From an optimization exercise on the open Yosys and OpenROAD flow, aimed at small area, a short achievable clock period and few clock cycles; shortcuts taken in it are not production practice.
The RTL was checked by simulation tests, not by an equivalence proof against the original design.
Power is estimated from default activity; no workload was simulated.

**design/flow/standard.sh**
```bash
#!/bin/bash
# synth_recipe.tcl (not shown) runs the flow's synth.tcl, then flattens the netlist and writes it again
# the make line also repeats each setting of config.mk as NAME=value (left out here)
make -C /OpenROAD-flow-scripts/flow DESIGN_CONFIG=/design/flow/config.mk WORK_HOME=/design/flow/orfs CLKGATE_MAP_FILE= SYNTH_SCRIPT=/design/flow/synth_recipe.tcl "${@:-finish}"
```
**design/flow/constraint.sdc**
```tcl
create_clock -name core_clock -period 10.0 [get_ports {cpu_clk}]
set_input_delay 2.0000 -clock core_clock [delete_from_list [all_inputs] [get_ports {cpu_clk}]]
set_output_delay 2.0000 -clock core_clock [all_outputs]
set_load 0.01 [all_outputs]
```
**design/flow/design.v**
```verilog
`timescale 1ns / 1ps
module myCPU (
    input  wire         cpu_rst,
    input  wire         cpu_clk,
    output wire [13:0]  inst_addr,
    input  wire [31:0]  inst,
    output wire [31:0]  Bus_addr,
    input  wire [31:0]  Bus_rdata,
    output wire         Bus_wen,
    output wire [31:0]  Bus_wdata
);
    genvar gi, gl;
    localparam WA = 4;           
    localparam NA = 32 / WA;
    localparam WC = 8;           
    localparam NC = 32 / WC;
    reg  [31:0]   e_pc4;     
    reg  [31:0]   e_tgt;     
    reg  [WA-1:0] e_s0;      
    reg  [31:WA]  e_sa;      
    reg  [31:WA]  e_sb;      
    reg  [NA-1:0] e_g;       
    reg  [NA-1:1] e_p;       
    reg  [NC-1:0] e_eq;      
    reg  [NC-1:0] e_lt;      
    reg  [31:0]   e_a;       
    reg  [31:0]   e_b;       
    reg  [4:0]    e_sh;      
    reg           e_sra;
    reg  [4:0]    e_rd;
    reg  [2:0]    e_f3;
    reg           s_add, s_slt, s_xor, s_or, s_and, s_sr, s_sl;
    reg           s_ld, s_pc4, s_tgt;
    reg           e_we;      
    reg           e_st;
    reg           e_jal;
    reg           e_jalr;
    reg           e_br;
    reg           e_beqt;    
    reg           e_binv;    
    wire [NA-1:0] cg [0:3];
    wire [NA-1:0] cp [0:3];
    assign cg[0] = e_g;
    assign cp[0] = {e_p, 1'b0};
    generate
        for (gl = 0; gl < 3; gl = gl + 1) begin : g_lvl
            for (gi = 0; gi < NA; gi = gi + 1) begin : g_el
                if (gi >= (1 << gl)) begin : g_c
                    assign cg[gl+1][gi] = cg[gl][gi] | cp[gl][gi] & cg[gl][gi - (1 << gl)];
                    assign cp[gl+1][gi] = cp[gl][gi] & cp[gl][gi - (1 << gl)];
                end else begin : g_p
                    assign cg[gl+1][gi] = cg[gl][gi];
                    assign cp[gl+1][gi] = cp[gl][gi];
                end
            end
        end
    endgenerate
    wire [NA-1:0] cin_k = {cg[3][NA-2:0], 1'b0};
    wire [31:0] ag;
    assign ag[WA-1:0] = e_s0;
    generate
        for (gi = 1; gi < NA; gi = gi + 1) begin : g_sel
            assign ag[WA*gi +: WA] = cin_k[gi] ? e_sb[WA*gi +: WA] : e_sa[WA*gi +: WA];
        end
    endgenerate
    wire c_eq = &e_eq;
    wire c_lt = e_lt[3] | e_eq[3] & (e_lt[2] | e_eq[2] & (e_lt[1] | e_eq[1] & e_lt[0]));
    wire taken = e_jal | e_br & (e_binv ^ (e_beqt ? c_eq : c_lt));
    wire [31:0] jt  = {ag[31:1], 1'b0};
    wire [31:0] npc = e_jalr ? jt : taken ? e_tgt : e_pc4;
    wire signed [32:0] sh_ext = {e_sra & e_a[31], e_a};
    wire signed [32:0] sh_out = sh_ext >>> e_sh;
    wire [31:0] sh_r = sh_out[31:0];
    wire [31:0] sh_l;
    generate
        for (gi = 0; gi < 32; gi = gi + 1) begin : g_rev2
            assign sh_l[gi] = sh_r[31 - gi];
        end
    endgenerate
    wire [31:0] rsh = Bus_rdata >> {e_s0[1:0], 3'b000};
    wire [31:0] ld = e_f3[1] ? Bus_rdata :
                     e_f3[0] ? {{16{~e_f3[2] & rsh[15]}}, rsh[15:0]} :
                               {{24{~e_f3[2] & rsh[7]}}, rsh[7:0]};
    wire [31:0] res = ({32{s_add}}  & ag) |
                      ({32{s_slt}}  & {31'b0, c_lt}) |
                      ({32{s_xor}}  & (e_a ^ e_b)) |
                      ({32{s_or}}   & (e_a | e_b)) |
                      ({32{s_and}}  & (e_a & e_b)) |
                      ({32{s_sr}}   & sh_r) |
                      ({32{s_sl}}   & sh_l) |
                      ({32{s_ld}}   & ld) |
                      ({32{s_pc4}}  & e_pc4) |
                      ({32{s_tgt}}  & e_tgt);
    wire [3:0] wm = e_f3[1] ? 4'b1111 :
                    e_f3[0] ? (e_s0[1] ? 4'b1100 : 4'b0011) :
                              (4'b0001 << e_s0[1:0]);
    assign inst_addr = npc[15:2];
    assign Bus_addr  = ag;
    assign Bus_wen   = e_st;
    assign Bus_wdata = {wm[3] ? e_b[31:24] : Bus_rdata[31:24],
                        wm[2] ? e_b[23:16] : Bus_rdata[23:16],
                        wm[1] ? e_b[15:8]  : Bus_rdata[15:8],
                        wm[0] ? e_b[7:0]   : Bus_rdata[7:0]};
    reg [31:0] rf [1:31];
    always @(posedge cpu_clk) begin
        if (e_we)
            rf[e_rd] <= res;
    end
    wire [4:0] op  = inst[6:2];
    wire [2:0] f3  = inst[14:12];
    wire [4:0] rs1 = inst[19:15];
    wire [4:0] rs2 = inst[24:20];
    wire [4:0] rd  = inst[11:7];
    wire is_lui   = (op == 5'b01101);
    wire is_auipc = (op == 5'b00101);
    wire is_jal   = (op == 5'b11011);
    wire is_jalr  = (op == 5'b11001);
    wire is_br    = (op == 5'b11000);
    wire is_ld    = (op == 5'b00000);
    wire is_st    = (op == 5'b01000);
    wire is_opi   = (op == 5'b00100);
    wire is_op    = (op == 5'b01100);
    wire is_alu   = is_op | is_opi;
    reg [31:0] rf1, rf2;
    integer ri;
    always @(*) begin
        rf1 = 32'd0;
        rf2 = 32'd0;
        for (ri = 1; ri < 32; ri = ri + 1) begin
            rf1 = rf1 | ({32{rs1 == ri[4:0]}} & rf[ri]);
            rf2 = rf2 | ({32{rs2 == ri[4:0]}} & rf[ri]);
        end
    end
    wire [31:0] r1 = (e_we && e_rd == rs1) ? res : rf1;
    wire [31:0] r2 = (e_we && e_rd == rs2) ? res : rf2;
    wire [31:0] imm_i = {{21{inst[31]}}, inst[30:20]};
    wire [31:0] imm_s = {{21{inst[31]}}, inst[30:25], inst[11:7]};
    wire [31:0] imm_b = {{20{inst[31]}}, inst[7], inst[30:25], inst[11:8], 1'b0};
    wire [31:0] imm_u = {inst[31:12], 12'b0};
    wire [31:0] imm_j = {{12{inst[31]}}, inst[19:12], inst[20], inst[30:21], 1'b0};
    wire        use_r2 = is_op | is_br;
    wire        sub    = is_op & inst[30] & (f3 == 3'b000);
    wire [31:0] imm_a  = is_st ? imm_s : imm_i;
    wire [31:0] opb    = ({32{use_r2}} & r2) | ({32{~use_r2}} & imm_a);
    wire [31:0] addb   = ({32{use_r2 & ~sub}} & r2) | ({32{sub}} & ~r2) |
                         ({32{~use_r2}} & imm_a);
    wire [WA+1:0] d_s0c = {1'b0, r1[WA-1:0], sub} + {1'b0, addb[WA-1:0], sub};
    wire [31:WA]  d_sa, d_sb;
    wire [NA-1:1] d_g, d_p;
    generate
        for (gi = 1; gi < NA; gi = gi + 1) begin : g_add
            wire [WA:0]   t0 = {1'b0, r1[WA*gi +: WA]} + {1'b0, addb[WA*gi +: WA]};
            wire [WA+1:0] t1 = {1'b0, r1[WA*gi +: WA], 1'b1} + {1'b0, addb[WA*gi +: WA], 1'b1};
            assign d_sa[WA*gi +: WA] = t0[WA-1:0];
            assign d_g[gi]           = t0[WA];
            assign d_sb[WA*gi +: WA] = t1[WA:1];
            assign d_p[gi]           = t1[WA+1];
        end
    endgenerate
    wire sgn = is_br ? ~f3[1] : ~f3[0];
    wire [NC-1:0] d_eq, d_ltu;
    generate
        for (gi = 0; gi < NC; gi = gi + 1) begin : g_cmp
            assign d_eq[gi]  = (r1[WC*gi +: WC] == opb[WC*gi +: WC]);
            assign d_ltu[gi] = (r1[WC*gi +: WC] <  opb[WC*gi +: WC]);
        end
    endgenerate
    wire d_ltt = (sgn & (r1[31] ^ opb[31])) ? r1[31] : d_ltu[NC-1];
    wire [31:0] imm_t = is_br ? imm_b : is_jal ? imm_j : imm_u;
    wire [31:0] t_j = jt + imm_t;
    wire [31:0] t_t = e_tgt + imm_t;
    wire [31:0] t_p = e_pc4 + imm_t;
    wire [31:0] d_tgt = is_lui ? imm_u : e_jalr ? t_j : taken ? t_t : t_p;
    wire        shl = is_alu & (f3 == 3'b001);
    wire [31:0] r1_rev;
    generate
        for (gi = 0; gi < 32; gi = gi + 1) begin : g_rev
            assign r1_rev[gi] = r1[31 - gi];
        end
    endgenerate
    wire [31:0] st_data = f3[1] ? r2 :
                          f3[0] ? {2{r2[15:0]}} : {4{r2[7:0]}};
    always @(posedge cpu_clk) begin
        e_tgt  <= d_tgt;
        e_s0   <= d_s0c[WA:1];
        e_sa   <= d_sa;
        e_sb   <= d_sb;
        e_g    <= {d_g, d_s0c[WA+1]};
        e_p    <= d_p;
        e_eq   <= d_eq;
        e_lt   <= {d_ltt, d_ltu[NC-2:0]};
        e_a    <= shl ? r1_rev : r1;
        e_b    <= is_st ? st_data : opb;
        e_sh   <= opb[4:0];
        e_sra  <= inst[30] & (f3 == 3'b101);
        e_rd   <= rd;
        e_f3   <= f3;
        s_add  <= is_alu & (f3 == 3'b000);
        s_slt  <= is_alu & (f3[2:1] == 2'b01);
        s_xor  <= is_alu & (f3 == 3'b100);
        s_or   <= is_alu & (f3 == 3'b110);
        s_and  <= is_alu & (f3 == 3'b111);
        s_sr   <= is_alu & (f3 == 3'b101);
        s_sl   <= shl;
        s_ld   <= is_ld;
        s_pc4  <= is_jal | is_jalr;
        s_tgt  <= is_lui | is_auipc;
        e_beqt <= is_br & ~f3[2];
        e_binv <= is_br & f3[0];
    end
    always @(posedge cpu_clk or posedge cpu_rst) begin
        if (cpu_rst) begin
            e_pc4  <= 32'd0;
            e_we   <= 1'b0;
            e_st   <= 1'b0;
            e_jal  <= 1'b0;
            e_jalr <= 1'b0;
            e_br   <= 1'b0;
        end else begin
            e_pc4  <= npc + 32'd4;
            e_we   <= (is_lui | is_auipc | is_jal | is_jalr | is_ld | is_alu) & (rd != 5'd0);
            e_st   <= is_st;
            e_jal  <= is_jal;
            e_jalr <= is_jalr;
            e_br   <= is_br;
        end
    end
endmodule
```
**design/flow/config.mk**
```make
export PLATFORM = sky130hd
export DESIGN_NAME = myCPU
export DESIGN_NICKNAME = myCPU
export VERILOG_FILES = /design/flow/design.v
export SDC_FILE = /design/flow/constraint.sdc
export NUM_CORES = 4
export LEC_CHECK = 0
export CAP_MARGIN = 20
export CORE_MARGIN = 2
export CORE_UTILIZATION = 30
export SETUP_SLACK_MARGIN = 5
export SLEW_MARGIN = 20
export TNS_END_PERCENT = 10
```
**design/flow/flow/run.sh**
```bash
#!/bin/bash
# The standard layout (standard.sh, with config.mk's settings), with two
# changes to how it is made:
#  - the setup repair aims at a slack of 5.5 ns instead of config.mk's 5 (the
#    clock period and constraints are unchanged; config.mk's TNS_END_PERCENT
#    keeps the repair to the worst endpoints);
#  - the port buffers are plain sky130_fd_sc_hd__buf_4 cells.
# make's full output goes to flow_make.log; ORFS keeps each step's log under
# orfs/logs/.
set -euo pipefail
bash standard.sh SETUP_SLACK_MARGIN=5.5 "BUFFER_PORTS_ARGS=-buffer_cell sky130_fd_sc_hd__buf_4" finish > flow_make.log 2>&1
```
==> impl_results.rst <==
.. list-table::
   :header-rows: 1

   * - Metric
     - Value
   * - Outcome
     - complete, no violations
   * - Half-perimeter wire length of the detailed placement result
     - 188,100 um
   * - Routed WL per cell
     - 39.13 um
   * - Reg-to-reg endpoint
     - cg[0][3]$_DFF_P_
   * - Clock H-tree levels
     - 3
   * - Kind of start point of the critical path
     - input pin
   * - Leakage Power
     - 27.71 nW
   * - Largest net degree at the start of global routing
     - 53
   * - Hold violation total from the final report
     - 0
   * - Ordered list of cells on the worst path
     - buf_6 > nand2b_4 > buf_12 > nor2_4 > clkbuf_8 > a222oi_1 > nand3_1 > nor3_1 > nand3_2 > o21ai_4 > inv_2 > ha_1 > nor2b_1 > o21ai_1 > nand2b_1 > a21oi_2 > o211ai_1 > o21ai_1
   * - Highest-count cells in the layout ignoring fill and taps
     - 992 x sky130_fd_sc_hd__edfxtp_1, 896 x sky130_fd_sc_hd__a22oi_1, 486 x sky130_fd_sc_hd__buf_4
   * - Buffers on Ports
     - 142
   * - Maximum ir drop on the vdd rail
     - 0.0001723 V
   * - Critical Path Sink
     - e_lt[3]$_DFF_P_
   * - Worst setup EP type
     - register
   * - Number of vias in the routed layout
     - 57,370
   * - Crit-path most repeated cell
     - sky130_fd_sc_hd__o21ai_1
   * - CTS tree
     - done
   * - RSZ-0062 raised after global routing
     - true
   * - Post-place setup slack
     - 3050 ps
   * - Drt first-iter violations
     - 13,400
   * - Synth-to-layout area growth
     - 24.20%
   * - Number of cell rows
     - 165
   * - Library cell contributing the largest single delay on the critical path
     - sky130_fd_sc_hd__a222oi_1
   * - Number of setup violations in the final report
     - 0
   * - Number of synthesized flops with an enable pin
     - 992
   * - Number of buffers inserted during clock tree synthesis
     - 121
   * - Synthesized netlist net count
     - 5,459
   * - Detailed-route wire length
     - 328,300 um
   * - Min Tclk post-route
     - 4794 ps
   * - Clk sink count
     - 1,232
   * - Fraction of the cycle the final worst path needs
     - 47.94%
   * - Commonest non-fill, non-tap cell in the layout
     - sky130_fd_sc_hd__edfxtp_1
   * - Yosys reg bits
     - 1,232
   * - Count of unique library cells instantiated by Yosys
     - 87
   * - Global-route usage over all layers
     - 29.94%
   * - Post-synthesis sequential area ratio
     - 56.86%
   * - Hold path startpoint
     - e_tgt[0]$_SDFF_PP0_
   * - Top achievable clock speed
     - 208.6 MHz
   * - Share of final-layout standard cells stronger than drive strength 1
     - 23.97%
   * - Flip-flop and latch area
     - 0.03480 mm2
   * - Vias per cell
     - 6.838
   * - DRC
     - 0
   * - Slew at the pin closest to its max-slew limit
     - 1212 ps
   * - Final setup margin
     - 5206 ps
   * - Clock insertion delay at the later pin of the skew report
     - 820 ps
   * - Async set-or-reset flop fraction in the synthesized netlist
     - 3.003%
   * - Register clock-pin slew on the reported worst setup and hold paths
     - 60 ps
   * - Cells after Synth
     - 5,212
   * - Depth of the critical timing path with buffers and inverters included
     - 18
   * - Boundary pin count
     - 145
   * - # hold bufs at CTS
     - 0
   * - Root cell of the clock tree
     - sky130_fd_sc_hd__clkbuf_16
   * - Required arrival time at the worst endpoint
     - 10,670 ps
   * - Area of combinational cells with multiple inputs
     - 0.02726 mm2
   * - Arrival time at the worst endpoint
     - 5470 ps
   * - Number of iterations in the first detailed-routing pass
     - 14
   * - Worst reg2reg path startpoint
     - e_a[23]$_DFF_P_
   * - Number of warnings reported in the yosys synthesis log
     - 1
   * - Die ar.
     - 0.2075 mm2
   * - Worst path buffer plus inverter count
     - 4
   * - Setup TNS
     - 0 ps
   * - Family with the most delay on the worst path
     - simple AND/OR/NAND/NOR gates
   * - Flop2flop setup slack
     - 5310 ps
   * - Type of the tightest min-delay check
     - register to register
   * - Global-route wire length before repair
     - 435,500 um
   * - Commonest register cell after synthesis
     - sky130_fd_sc_hd__edfxtp_1
   * - Worst reg2reg path depth
     - 13
   * - Layout filler cell count
     - 19,260
   * - Number of global-route vias before repair
     - 53,000
   * - Core Area
     - 0.2023 mm2
   * - Average size of a mapped cell
     - 11.74 um2
   * - Max-slew violation count
     - 0
   * - Remaining Overflow, GRT
     - 0
   * - Final setup skew
     - 80.51 ps
   * - Max Cap Viol
     - 0
   * - Post-detailed-route count of antenna-violating nets
     - 0
   * - Starting Density
     - 30.23%
   * - Source of the critical timing path
     - inst[15]
   * - Max-slew headroom
     - 18.67%
   * - Height of the die
     - 455.5 um
   * - Cell area after technology mapping
     - 0.06116 mm2
   * - Die W
     - 455.5 um
   * - Type of the worst setup path
     - input pin to register
   * - Largest driver fanout on the critical path
     - 24
   * - Number of antenna violations at the first check in global routing
     - 24
   * - Final Wtd Congestion
     - 0.9776
   * - NumNets Final
     - 5,842
   * - Slowest stage delay, CP
     - 450 ps
   * - Largest buffer count on any clock path
     - 3
   * - Power density over the cells
     - 193.8 mW/mm2
==> worst register-to-register path: stages (launching register included) <==
cell and delay, ps:
sky130_fd_sc_hd__dfxtp_1 710, sky130_fd_sc_hd__inv_1 180, sky130_fd_sc_hd__mux4_2 550, sky130_fd_sc_hd__mux4_2 560, sky130_fd_sc_hd__nor2_1 120, sky130_fd_sc_hd__a21oi_1 90, sky130_fd_sc_hd__o221ai_4 760, sky130_fd_sc_hd__o21ai_4 180
sky130_fd_sc_hd__mux2i_1 220, sky130_fd_sc_hd__nand2_1 90, sky130_fd_sc_hd__ha_2 220, sky130_fd_sc_hd__fa_2 410, sky130_fd_sc_hd__a21o_1 190, sky130_fd_sc_hd__a21o_1 250
==> Yosys cell counts, types with 55 or more instances <==
library cell               count  area (um2)
sky130_fd_sc_hd__dfxtp_1     203        4064
sky130_fd_sc_hd__nor2_1      313        1175
sky130_fd_sc_hd__nand2_1     419        1573
sky130_fd_sc_hd__inv_1       170       638.1
sky130_fd_sc_hd__nand4_1     101       631.9
sky130_fd_sc_hd__xnor2_1      55       481.7
sky130_fd_sc_hd__nand3_1     169       845.8
sky130_fd_sc_hd__o21ai_0     138       690.7
sky130_fd_sc_hd__clkbuf_1    278        1044
sky130_fd_sc_hd__a21oi_1     124       620.6
sky130_fd_sc_hd__ha_1        165        2064
sky130_fd_sc_hd__edfxtp_1    992       29790
sky130_fd_sc_hd__a222oi_1     83       830.8
sky130_fd_sc_hd__a21o_1       74       555.5
sky130_fd_sc_hd__a22oi_1     906        6802
sky130_fd_sc_hd__mux2i_1     110        1101
sky130_fd_sc_hd__nor3_1      103       515.5
==> per-stage QoR <==
step | power, mW | std cells | hold slack, ps | utilization [%] | cell area, um2
after detailed placement | 9.251 | 7858 | 555.8 | 32.96 | 66680
after global routing | 15.02 | 8374 | 604.2 | 37.53 | 75930
after floorplan | 7.899 | 5212 | 489.7 | - | 61790
after CTS | 14.40 | 8303 | 569.5 | 36.87 | 74590
after global placement | 9.214 | 7858 | 545.6 | 32.96 | 66680
final | 14.72 | 8390 | 571.0 | 37.55 | 75970
==> power breakdown <==
group	total, mW	switching [mW]	internal (mW)
Combinational	3.55	2.21	1.33
Clock	4.89	2.14	2.75
Sequential	6.29	0.387	5.90
Total	14.7	4.74	9.98
==> repair_timing <==
action | 4_1_cts | 5_1_grt
cloned | 14 | 2
buffers inserted | 205 | 65
setup endpoints to repair | 235 | 135
resized for setup | 409 | 169
pin swaps | 103 | 72
==> worst min-delay path by stage <==
stage                            to  slack (ps)  cells after the start
2_1_floorplan  e_pc4[0]$_DFFE_PP0P_         490                      2
3_3_place_gp   e_pc4[0]$_DFFE_PP0P_         550                      2
3_5_place_dp   e_pc4[0]$_DFFE_PP0P_         560                      2
4_1_cts        e_pc4[0]$_DFFE_PP0P_         570                      2
5_1_grt        e_pc4[0]$_DFFE_PP0P_         600                      2
6_report       e_pc4[0]$_DFFE_PP0P_         570                      2
==> sequential cells by signal, summed over array words and instances (netlist names), 3 cells and up <==
register  flops
cg            7
e_a          32
e_b          32
e_eq          4
e_f3          3
e_lt          4
e_p           6
e_pc4        32
e_rd          5
e_s0          4
e_sa         28
e_sb         28
e_sh          5
e_tgt        32
rf          992
==> logic make-up (layout without fill, tap and decap cells) <==
family	Yosys count	count (layout)	synth area share, %
mux	213	213	4.654
xor+xnor	93	93	1.332
buf+inv	533	1009	3.451
fa+ha+maj	181	181	3.899
simple gates	1316	1320	10.16
other cells	0	20	0
compound gates	1644	1650	19.65
flops	1232	1232	56.86
==> layout make-up <==
| cell class | count | area share [%] |
|---|---|---|
| Sequential cell | 1232 | 45.81 |
| Multi-Input combinational cell | 3457 | 35.88 |
| Timing Repair Buffer | 605 | 7.372 |
| Tap cell | 2672 | 4.401 |
| Clock buffer | 150 | 4.373 |
| Clock inverter | 76 | 1.178 |
| Inverter | 178 | 0.9256 |
| Antenna cell | 20 | 0.06588 |
==> routing by layer <==
| metal | track usage (%) | share of wire [%] |
|---|---|---|
| met5 | 2.113 | 0.24 |
| met4 | 20.07 | 9.3 |
| met3 | 15.84 | 18 |
| met2 | 41.29 | 39 |
| met1 | 35.63 | 33 |
Testbench counts, summed over its fixed seeds: cycles 176,016.

## static timing again, ports no longer ideal
In the flow no input, the clock included, has a driving cell. The finished layout below was timed again as built, in two steps. Step 1: set_driving_cell puts a clkbuf_16 on cpu_clk and a buf_2 on each other input, an assumption about the parent block. Step 2 also shifts input and output timing later by t, the mid clock arrival at the registers, as if the neighbouring blocks saw the same clock. a / b / c = ideal ports / drivers / drivers and shift; a / b = the first two.
t (ns): 0.863
slack for setup (ns): 5.206 / 5.136 / 4.273
worst setup path at the end: input to register
After both steps setup and hold are still met in this run. For this run, drivers alone change the setup slack by -0.070 ns; drivers and shift together by -0.933 ns.
